Source: an optimization exercise on an open RTL-to-GDS flow (aim: small area and a short achievable clock period). Production flows keep margins and buffers that such runs may drop.
Function was checked by simulation only, so behaviour that the tests miss may differ from the original.
Power is estimated from default activity; no workload was simulated.

== oak ==
==> flow/design.v (excerpt) <==
module roadrash_top (
    input         clk,
    input         reset,
    input  [5:0]  pBtns,
    input  [7:0]  duty_cycle,
    output [9:0]  bike_col_position,
    output [9:0]  left_car_row, left_car_column,
    output [9:0]  right_car_row, right_car_column,
    output [9:0]  middle_car_row, middle_car_column,
    output [2:0]  left_car_icon_num, right_car_icon_num, middle_car_icon_num,
    output [2:0]  background_num,
    output [3:0]  speed_hunds, speed_tens, speed_ones,
    output [3:0]  score_ones, score_tens, score_hunds,
    output [3:0]  score_thous, score_tenthous, score_hundthous,
    output        pwm_audio_out
    );
    localparam integer CLK_FREQUENCY_HZ = 20000;
    wire [1:0] dist_tenthous, speed_h;
    final_main #(.CLK_FREQUENCY_HZ(CLK_FREQUENCY_HZ)) CONTROLLER (
        .clk(clk), .reset(reset), .pBtns(pBtns),
        .bike_col_position(bike_col_position),
        .left_car_row(left_car_row), .left_car_column(left_car_column),
  ...
For scale: ~150 flip-flops, roughly 0.0075 mm^2 of cells after synthesis.
==> flow/config.mk <==
export PLATFORM = sky130hd
export DESIGN_NAME = roadrash_top
export DESIGN_NICKNAME = roadrash_top
export VERILOG_FILES = /design/flow/design.v
export SDC_FILE = /design/flow/constraint.sdc
export NUM_CORES = 4
export LEC_CHECK = 0
export ABC_AREA = 1
export CAP_MARGIN = 20
export CORE_MARGIN = 2
export CORE_UTILIZATION = 40
export SLEW_MARGIN = 20
==> flow/constraint.sdc <==
create_clock -name core_clock -period 80.0 [get_ports {clk}]
set_input_delay 16.0000 -clock core_clock [delete_from_list [all_inputs] [get_ports {clk}]]
set_output_delay 16.0000 -clock core_clock [all_outputs]
set_load 0.01 [all_outputs]
standard.sh (not shown) runs the stock make flow with config.mk's settings and CLKGATE_MAP_FILE= SYNTH_SCRIPT=/design/flow/synth_recipe.tcl, a recipe that flattens the netlist after the stock synthesis.
==> flow/flow/run.sh <==
#!/bin/bash
set -euo pipefail
rm -rf scripts_area
cp -r "$FLOW_HOME/scripts" scripts_area
cp flow/abc_area.script scripts_area/abc_area.script
SCRIPTS_DIR="$PWD/scripts_area" ADDER_MAP_FILE= bash standard.sh synth > synth.log 2>&1
BUFFER_PORTS_ARGS="-buffer_cell sky130_fd_sc_hd__buf_1" bash standard.sh finish > layout.log 2>&1
==> flow/flow/abc_area.script <==
strash
&get -n
&fraig -x
&put
dc2
strash
&get -n
&dch -f
&nf -R 1000
&put
topo
The following lists how pine was set up differently from oak:
- setting CTS_CLUSTER_SIZE to 30 for the first time
- setting CTS_BUF_LIST to sky130_fd_sc_hd__clkbuf_8 for the first time
- changing CORE_UTILIZATION from 40 to 65
-- flow/flow/abc_area.script --
<<< oak, line 7
&get -n
&dch -f
>>> pine, line 7
&get -n
&deepsyn -T 30
&put
strash
&get -n
&dch -f
Notes after the runs:
Wire length after detailed routing (pine / oak): 0.878. Netlist area before placement: pine and oak compared, lower one is pine. Min cell area across pine and oak: pine. pine against oak; power is down by more than 10%. What pine reported for clock network power consumption has to be multiplied by 1.4 to get the figure for oak. In the metrics for pine and oak, the one carrying the higher global-route usage is pine.
Modified inputs, birch compared to pine
- CORE_UTILIZATION now 40, was 65
==> flow/flow/abc_area.script <==
strash
&get -n
&fraig -x
&put
dc2
strash
&get -n
&dch -f
&nf -R 1000
&put
topo
--- outcome ---
Diff pine and birch: area growth from synthesis to final layout higher in birch
Going from pine to birch, area fraction in compound gates after synthesis went up; worst path buffer plus inverter count +2; average vias per placed instance decreased by 9.1% relative to the old numbers; final-layout clock buffer total decreased about 5%.
Compared with pine, birch shows a met1 demand-to-capacity share in global routing that is 9.6 points lower.
The higher number of placed instances with taps included of pine and birch is in birch.
Between pine and birch, the total wirelength of the detailed-routed design is higher for birch.
For birch, the capture point of the critical path was CONTROLLER.mm[1], unlike pine, where it was AUDIO.pwm_audio_out.
For maple, these inputs were changed with respect to birch:
==> flow/flow/run.sh <==
#!/bin/bash
set -euo pipefail
rm -rf scripts_area
cp -r "$FLOW_HOME/scripts" scripts_area
cp flow/abc_area.script scripts_area/abc_area.script
SCRIPTS_DIR="$PWD/scripts_area" ADDER_MAP_FILE= bash standard.sh synth > synth.log 2>&1
SETUP_SLACK_MARGIN=63 BUFFER_PORTS_ARGS="-buffer_cell sky130_fd_sc_hd__buf_1" bash standard.sh finish > layout.log 2>&1
### Flow results
- maple has completed all stages; timing, DRC and antenna checks passed.
- Changes observed in maple relative to birch: maximum frequency higher, footprint of the multi-input gates roughly the same, total power lower.
- The higher non-clock buffer total of the final layout of maple and birch is in maple.
- Diff birch -> maple: final-stage net count rose by 67; combinational fraction of design power moved up; clock share of power now smaller; global-route wire length before repair moved up; utilization rose by 4.9 points.
### maple -> cedar
==> flow/flow/run.sh <==
#!/bin/bash
set -euo pipefail
rm -rf scripts_area
cp -r "$FLOW_HOME/scripts" scripts_area
cp flow/abc_area.script scripts_area/abc_area.script
SCRIPTS_DIR="$PWD/scripts_area" ADDER_MAP_FILE= bash standard.sh synth > synth.log 2>&1
BUFFER_PORTS_ARGS="-buffer_cell sky130_fd_sc_hd__buf_1" bash standard.sh finish > layout.log 2>&1
-- flow/flow/abc_area.script --
<<< maple, line 7
&get -n
&dch -f
>>> cedar, line 7
&get -n
&deepsyn -T 30
&put
strash
&get -n
&dch -f
Results
Side by side, leakage power turned out lower in cedar than in maple.
Last weighted congestion value of the routability-driven placer was higher in cedar than in maple.
Slack of the worst reg-to-reg path on cedar is ahead of maple.
Per the comparison of cedar with maple, via count dropped 13%; via density per instance dropped 0.071; clock buffer and inverter area fraction after layout climbed 1.0 points; sequential power climbed 2.7%.
From maple to cedar the numbers moved as follows: detailed-router iteration count before antenna repair -4, average footprint of a synthesized cell +3.8%, layout buffering overhead excluding clock cells -6.4 points.
Endpoint required time on the critical path, cedar and maple: smaller value in cedar

-- what the ideal ports hide --
Ports are ideal in the flow. The routed layouts listed here were re-timed in OpenROAD.
Step 1, drivers: a clkbuf_16 drives clk and a buf_2 each remaining input, both assumed.
Step 2 also shifts input and output timing later by t, the mid clock arrival at the registers, as if the neighbouring blocks saw the same clock.
Slacks: ideal / step 1 / step 2; pairs: ideal / step 1.
| run | t (ns) | setup WS [ns] | latest minus earliest clock arrival (ns) | slew at the worst register clock pin (ns) | pins driven straight from the clock port |
|---|---|---|---|---|---|
| oak | 0.458 | 62.394 / 62.406 / 61.948 | 0.009 / 0.010 | 0.06 / 0.06 | 1 |
| pine | 0.472 | 62.557 / 62.572 / 62.100 | 0.017 / 0.016 | 0.08 / 0.08 | 1 |
| birch | 0.483 | 62.417 / 62.432 / 61.949 | 0.013 / 0.012 | 0.08 / 0.08 | 1 |
| maple | 0.476 | 62.890 / 62.906 / 62.430 | 0.014 / 0.014 | 0.09 / 0.09 | 1 |
| cedar | 0.479 | 62.418 / 62.428 / 61.949 | 0.013 / 0.013 | 0.09 / 0.09 | 1 |
After both steps setup and hold are still met in every run listed. The setup slack of cedar, which loses most, moves by +0.010 ns with the drivers and by -0.469 ns with both steps.
